From an optimization exercise on the open Yosys and OpenROAD flow, aimed at small area; shortcuts taken in it are not production practice.
Function was checked by simulation only, so behaviour that the tests miss may differ from the original.
Power and IR drop assume default switching activity.

## flow/design.v (module list and top-level ports; edited modules follow where they fit)
// module msb32: 25 lines
// module cfneg: 5 lines
// module fneg: 9 lines
// module fadd: 188 lines
// module fsub: 17 lines
// module fmul: 59 lines
// module fabs: 6 lines
// module fclt: 14 lines
// module fcz: 7 lines
// module finv_init_m: 2060 lines
// module sqrt_init_m: 2060 lines
// module finv_init: 14 lines
// module sqrt_init: 14 lines
// module ftoi: 21 lines
// module itof: 16 lines
// module fpu_exec: 76 lines
module fpu_exec (
    input wire clk,
    input wire [5:0] operation,
    input wire [31:0] x1,
    input wire [31:0] x2,
    input wire [31:0] in_data,
    output wire [31:0] y );
  // ...
==> flow/run.sh <==
#!/bin/bash
# synth_recipe.tcl (not shown) runs the flow's synth.tcl, then flattens the netlist and writes it again
# the make line also repeats each setting of config.mk as NAME=value (left out here)
make -C /OpenROAD-flow-scripts/flow DESIGN_CONFIG=/design/flow/config.mk WORK_HOME=/design/flow/orfs CLKGATE_MAP_FILE= SYNTH_SCRIPT=/design/flow/synth_recipe.tcl finish
==> flow/config.mk <==
export PLATFORM = sky130hd
export DESIGN_NAME = fpu_exec
export DESIGN_NICKNAME = fpu_exec
export VERILOG_FILES = /design/flow/design.v
export SDC_FILE = /design/flow/constraint.sdc
export NUM_CORES = 4
export LEC_CHECK = 0
export CAP_MARGIN = 20
export CORE_MARGIN = 2
export CORE_UTILIZATION = 40
export SLEW_MARGIN = 20
export SYNTH_MEMORY_MAX_BITS = 65536
==> flow/constraint.sdc <==
create_clock -name core_clock -period 13.0 [get_ports {clk}]
set_input_delay 2.6000 -clock core_clock [delete_from_list [all_inputs] [get_ports {clk}]]
set_output_delay 2.6000 -clock core_clock [all_outputs]
set_load 0.01 [all_outputs]
==> results.toml, run 1 <==
[run_status]
outcome = "complete, no violations"

[cts]
cts_tree = "done"
cts_root_buffer = "clkbuf_16"

[logic_synthesis]
synth-xor-area-share_pct = 4.383
synth_cell_types = 118
syn_avg_cell_area_um2 = 6.728
synth_simple_gate_area_share_pct = 23.46
synth_compound_area_share_pct = 31.03
synth_mux_area_share_pct = 5.404
synth-seq-cells = 281

[place]
post_dp_cell_area_mm2 = 0.07588
place_congestion = 1.085
place_ws_ns = 0.08195

[floorplan]
die_area_mm2 = 0.1813
die_w_um = 425.7
die_h_um = 425.7

[critical_path]
cp.required_ns = 10.40
crit_path_start_kind = "flop"
crit_family = "compound AO/OA/AOI/OAI gates"
worstSetupPathType = "flop to output port"
path_depth = 37
crit_path_frequent_cell = "buf_4"

[min_path]
min_path_cells = 3
min_from = "x1[4]"
min_path_type = "primary input to flop"

[layout]
syn2layout_area_growth_pct = 9.148
final_core_util_pct = 44.00
layout.cells.most_common_list = "nand2_1 (1411), nor2_1 (1114), a21oi_1 (937), o21ai_0 (824), inv_1 (763)"

[pwr]
pg_comb_mw = 12.6
p_comb_share_pct = 83.4
intPower_mw = 6.479
clockPowerShare_pct = 7.5
==> module fpu_exec, before the edit <==
module fpu_exec (
    input wire clk,
    input wire [5:0] operation,
    input wire [31:0] x1,
    input wire [31:0] x2,
    input wire [31:0] in_data,
    output wire [31:0] y );
    localparam [5:0] OP_FADD      = 6'b000000;
    localparam [5:0] OP_FSUB      = 6'b000001;
    localparam [5:0] OP_FMUL      = 6'b000010;
    localparam [5:0] OP_FABS      = 6'b000101;
    localparam [5:0] OP_FMV       = 6'b000110;
    localparam [5:0] OP_FNEG      = 6'b010000;
    localparam [5:0] OP_FCLT      = 6'b100000;
    localparam [5:0] OP_FCZ       = 6'b101000;
    localparam [5:0] OP_SQRT_INIT = 6'b110000;
    localparam [5:0] OP_FINV_INIT = 6'b110001;
    localparam [5:0] OP_FTOI      = 6'b111000;
    localparam [5:0] OP_ITOF      = 6'b111001;
    localparam [5:0] OP_FORI      = 6'b111101;
    localparam [5:0] OP_SET       = 6'b111110;
    localparam [5:0] OP_GET       = 6'b111111;
    wire [31:0] fadd_y;
    wire [31:0] fsub_y;
    wire [31:0] fmul_y;
    wire [31:0] fneg_y;
    wire [31:0] fabs_y;
    wire fclt_y;
    wire fcz_y;
    wire [31:0] sqrt_init_y;
    wire [31:0] finv_init_y;
    wire [31:0] ftoi_y;
    wire [31:0] itof_y;
    fadd fadd0 (.x1(x1), .x2(x2), .y(fadd_y), .clk(clk));
    fsub fsub0 (.x1(x1), .x2(x2), .y(fsub_y), .clk(clk));
    fmul fmul0 (.x1(x1), .x2(x2), .y(fmul_y), .clk(clk));
    fneg fneg0 (.x(x1), .y(fneg_y), .clk(clk));
    fabs fabs0 (.x(x1), .y(fabs_y), .clk(clk));
    fclt fclt0 (.x1(x1), .x2(x2), .y(fclt_y), .clk(clk));
    fcz fcz0 (.x(x1), .y(fcz_y), .clk(clk));
    sqrt_init sqrt_init0 (.x(x1), .y(sqrt_init_y), .clk(clk));
    finv_init finv_init0 (.x(x1), .y(finv_init_y), .clk(clk));
    ftoi ftoi0 (.x(x1), .y(ftoi_y), .clk(clk));
    itof itof0 (.x(in_data), .y(itof_y), .clk(clk));
    reg [31:0] simple_y;
    always @(*) begin
        case (operation)
            OP_FABS:      simple_y = fabs_y;
            OP_FMV:       simple_y = x1;
            OP_FNEG:      simple_y = fneg_y;
            OP_FCLT:      simple_y = {31'b0, fclt_y};
            OP_FCZ:       simple_y = {31'b0, fcz_y};
            OP_SQRT_INIT: simple_y = sqrt_init_y;
            OP_FINV_INIT: simple_y = finv_init_y;
            OP_FTOI:      simple_y = ftoi_y;
            OP_ITOF:      simple_y = itof_y;
            OP_FORI:      simple_y = x1 | in_data;
            OP_SET:       simple_y = in_data;
            OP_GET:       simple_y = x1;
            default:      simple_y = 32'b0;
        endcase
    end
    reg [31:0] simple_y_;
    reg [1:0] sel_;
    always @(posedge clk) begin
        simple_y_ <= simple_y;
        sel_ <= operation == OP_FADD ? 2'd1
              : operation == OP_FSUB ? 2'd2
              : operation == OP_FMUL ? 2'd3
              : 2'd0;
    end
    assign y = sel_ == 2'd1 ? fadd_y
             : sel_ == 2'd2 ? fsub_y
             : sel_ == 2'd3 ? fmul_y
             : simple_y_;
endmodule
==> run 2, diff against run 1 <==
--- a/flow/design.v
+++ b/flow/design.v
@@ -4546,8 +4546,10 @@
     wire [31:0] finv_init_y;
     wire [31:0] ftoi_y;
     wire [31:0] itof_y;
-    fadd fadd0 (.x1(x1), .x2(x2), .y(fadd_y), .clk(clk));
-    fsub fsub0 (.x1(x1), .x2(x2), .y(fsub_y), .clk(clk));
+    wire [31:0] addsub_y;
+    fadd fadd0 (.x1(x1), .x2({x2[31] ^ (operation == OP_FSUB), x2[30:0]}), .y(addsub_y), .clk(clk));
+    assign fadd_y = addsub_y;
+    assign fsub_y = addsub_y;
     fmul fmul0 (.x1(x1), .x2(x2), .y(fmul_y), .clk(clk));
     fneg fneg0 (.x(x1), .y(fneg_y), .clk(clk));
     fabs fabs0 (.x(x1), .y(fabs_y), .clk(clk));
@@ -4580,7 +4582,7 @@
     always @(posedge clk) begin
         simple_y_ <= simple_y;
         sel_ <= operation == OP_FADD ? 2'd1
-              : operation == OP_FSUB ? 2'd2
+              : operation == OP_FSUB ? 2'd1
               : operation == OP_FMUL ? 2'd3
               : 2'd0;
     end
--- a/flow/config.mk
+++ b/flow/config.mk
@@ -5,6 +5,7 @@
 export SDC_FILE = /design/flow/constraint.sdc
 export NUM_CORES = 4
 export LEC_CHECK = 0
+export ABC_AREA = 1
 export CAP_MARGIN = 20
 export CORE_MARGIN = 2
 export CORE_UTILIZATION = 40
==> run 2 against run 1 <==
Effect of this change: routed wire length shrank 21%; die area shrank 13%; critical endpoint is now y[9]; worst hold slack gained 0.068 ns; clock-buffer cell count is the same; flip-flop and latch count shrank 4; combinational power shrank 21%; highest routed layer unchanged; power shrank 17%; synthesized cell count shrank 2.7%.
==> results.toml, run 2 <==
[timing]
timing.fmax_mhz = 86.62
relSlewSlack_pct = 16.15
worst_pin_slew_ns = 1.252
drv_slew = 0
finalCritPeriodShare_pct = 88.80
rsz0062_at_grt = "no"
setup_viol = 0
hold_slack_ns = 2.591
timing.final.crit_period_ns = 11.54
finalHoldViolCount = 0
setup-tns-final_ns = 0
timing.final.ws_setup_ns = 1.456

[logic_synthesis]
synth_cell_types = 80
yosysMostFrequentCell = "nand2_1"
synth-seq-cells = 277
syn_avg_cell_area_um2 = 6.006
synth-async-reset-ratio_pct = 0
syn-cell-area_mm2 = 0.06177
synth_nets = 11200
synth_seq_area_share_pct = 8.978
synth.area.top_cells = "nand2_1 (16%), fa_1 (14%), inv_1 (9.6%)"
yosys_warnings = 6
synthCells = 10290
synth_edf_count = 0
synth_commonest_cells = "nand2_1 (2609), inv_1 (1584), o21ai_0 (883)"
yosysTopAreaCellShare_pct = 15.85
synth_top_flop_cell = "dfxtp_1"
yosysTopAreaCell = "nand2_1"

[global_route]
overflow = 0
antenna_found_initial = 25
grt.busiest_layer = "met2"
grt_usage_pct = 41.21
grt_max_degree = 107
grt_use_met2_pct = 63.39
grt_pass1_wl_um = 484700
grt_pass1_vias = 71840
gr-usage-met3_pct = 9.944
met1_usage_pct = 51.48

[critical_path]
crit_path_frequent_cell = "nand2_1"
endpoint_kind = "output port"
cp_max_fo = 53
slowest_stage = "clkdlybuf4s50_1"
cp.required_ns = 10.40
worstSetupPathType = "flop to output port"
arrival_ns = 8.94
cpPeakStageDelay_ns = 0.66
crit_path_start_kind = "flop"

[pwr]
switching_power_mw = 7.203
p_leak_nw = 32.96
ir_drop_mv = 0.4051
clockPowerShare_pct = 8.8
p_comb_share_pct = 80.2
power_frac_seq_pct = 10.9
switching_share_pct = 57.63
p_per_area_mw_per_mm2 = 188.7
intPower_mw = 5.297

[layout]
layout_commonest_cell = "nand2_1"
stdcell_count = 12180
syn2layout_area_growth_pct = 7.248
finalNetCount = 11010
largest_reg_flops = 55
drive_above_1_share_pct = 4.780
layout.cells.most_common_list = "nand2_1 (2606), inv_1 (1577), o21ai_0 (881), nor2_1 (858), nand3_1 (649)"
finalInstanceArea_mm2 = 0.06624
top_regs = "fadd0.mia_ x55, fmul0.mul_l x42"
top_register = "fadd0.mia_"

[min_path]
min_path_cells = 4
hold_end = "fmul0.emuled_biased_[0]"
min_from = "x1[23]"
min_path_type = "primary input to flop"

[route]
finalWirelength_um = 334700
routedWlPerCell_um = 27.47
viasPerCell = 6.095
antenna_left = 0
num_vias = 74240
drc = 0
dr.pass1.iters = 7
drt_iter0_drc = 9496

[floorplan]
num_io_pins = 135
core_area_mm2 = 0.1537
start_util_pct = 40.19
die_w_um = 397.0
die_h_um = 397.0
die_area_mm2 = 0.1576
rows = 144

[cts]
cts_resized = 0
cts_root_buffer = "clkbuf_16"
clock_path_buffers = 3
cts_hold_buf = 0
cts_tree = "done"
clkTransAtPathRegs_ns = 0.06
cts_buffers = 36
cts_num_sinks = 277
cts_setup_buffers = 0
htree_levels = 2

[place]
post_dp_cell_area_mm2 = 0.06494
io_buffers = 134
place_ws_ns = 1.772
place_congestion = 1.077
hpwl_um = 254400
placed_cells = 12110

[flow_run]
drv_cap = 0

[run_status]
outcome = "complete, no violations"
[run 2: cell families after synthesis]
| group | Yosys count | share of synthesized area [%] |
|---|---|---|
| DFF | 277 | 8.978 |
| muxes | 40 | 0.6482 |
| xor gates and xnor gates | 220 | 3.168 |
| and+or+nand+nor | 4560 | 30.99 |
| buffers and inverters | 2181 | 13.52 |
| AOI/OAI and AO/OA | 2198 | 20.88 |
| adders and majority gates | 809 | 21.82 |
[run 2: worst max-delay path by stage]
stage,startpoint,end,cells past startpoint
finish,fadd0.mia_[31],y[9],33
detailed placement,x1[24],fadd0.se2_[1],53
global placement,x1[24],fadd0.se2_[0],53
floorplan,x1[16],fmul0.mul_l[40],34
CTS,fadd0.mia_[31],y[9],33
global route,fadd0.mia_[38],y[9],35
[run 2: metrics by stage]
stage	power (mW)	util [%]
finish	12.50	43.10
global route	13.77	43.09
CTS	12.37	43.09
detailed placement	11.21	42.25
global placement	11.10	42.25
floorplan	8.420	-
[run 2: cell type report]
cell class,count,area [um2]
Antenna cell,11,27.53
Clock buffer,45,1016
Clock inverter,18,265.3
Fill cell,16840,87440
Inverter,1644,6177
Multi-Input combinational cell,7827,47950
Sequential cell,277,5545
Tap cell,2044,2557
Timing Repair Buffer,315,2704
[run 2: per-layer routing]
layer,part of all wire (%),up-vias
met2,43,4666
met3,10,1262
met1,39,35250
li1,-,33050
met5,0.040,-
met4,7.7,20
[run 2: worst max-delay path, delay by kind of cell (launching register included)]
kind / cells / cell delay (ns)
buffers and inverters: 4 / 1.31
AO/OA/AOI/OAI: 5 / 1.38
adder cells (fa/ha/maj): 3 / 0.90
AND/OR/NAND/NOR: 21 / 4.33
flip-flops: 1 / 0.31
[run 2: power groups by stage]
| stage | clock, mW | sequential [mW] | combinational (mW) |
|---|---|---|---|
| after floorplan | 0 | 1.29 | 7.13 |
| after global placement | 0 | 1.38 | 9.72 |
| after detailed placement | 0 | 1.38 | 9.83 |
| after CTS | 1.12 | 1.36 | 9.89 |
| after global routing | 1.14 | 1.38 | 11.2 |
| final | 1.10 | 1.37 | 10.0 |

-- re-timing with driven ports --
Ports are ideal in the flow. The routed layouts listed here were re-timed in OpenROAD. Step 1, drivers: a clkbuf_16 drives clk and a buf_2 each remaining input, both assumed. Step 2, shift: input delay + t, output delay - t, t = (earliest + latest rising clock arrival at the registers) / 2. This alone moves slack from input paths to output paths. Slacks: no drivers / after step 1 / after step 2; pairs: no drivers / after step 1.
run | shift t [ns] | slack for setup (ns) | hold WS [ns] | worst slew at a driven data input, ns | pins driven straight from the clock port
run 1 | 0.673 | 0.164 / 0.079 / 0.567 | 2.523 / 2.456 / 3.129 | 0.28 | 1
run 2 | 0.676 | 1.456 / 1.376 / 1.682 | 2.591 / 2.533 / 3.209 | 0.21 | 1
After both steps every run listed still meets setup and hold.
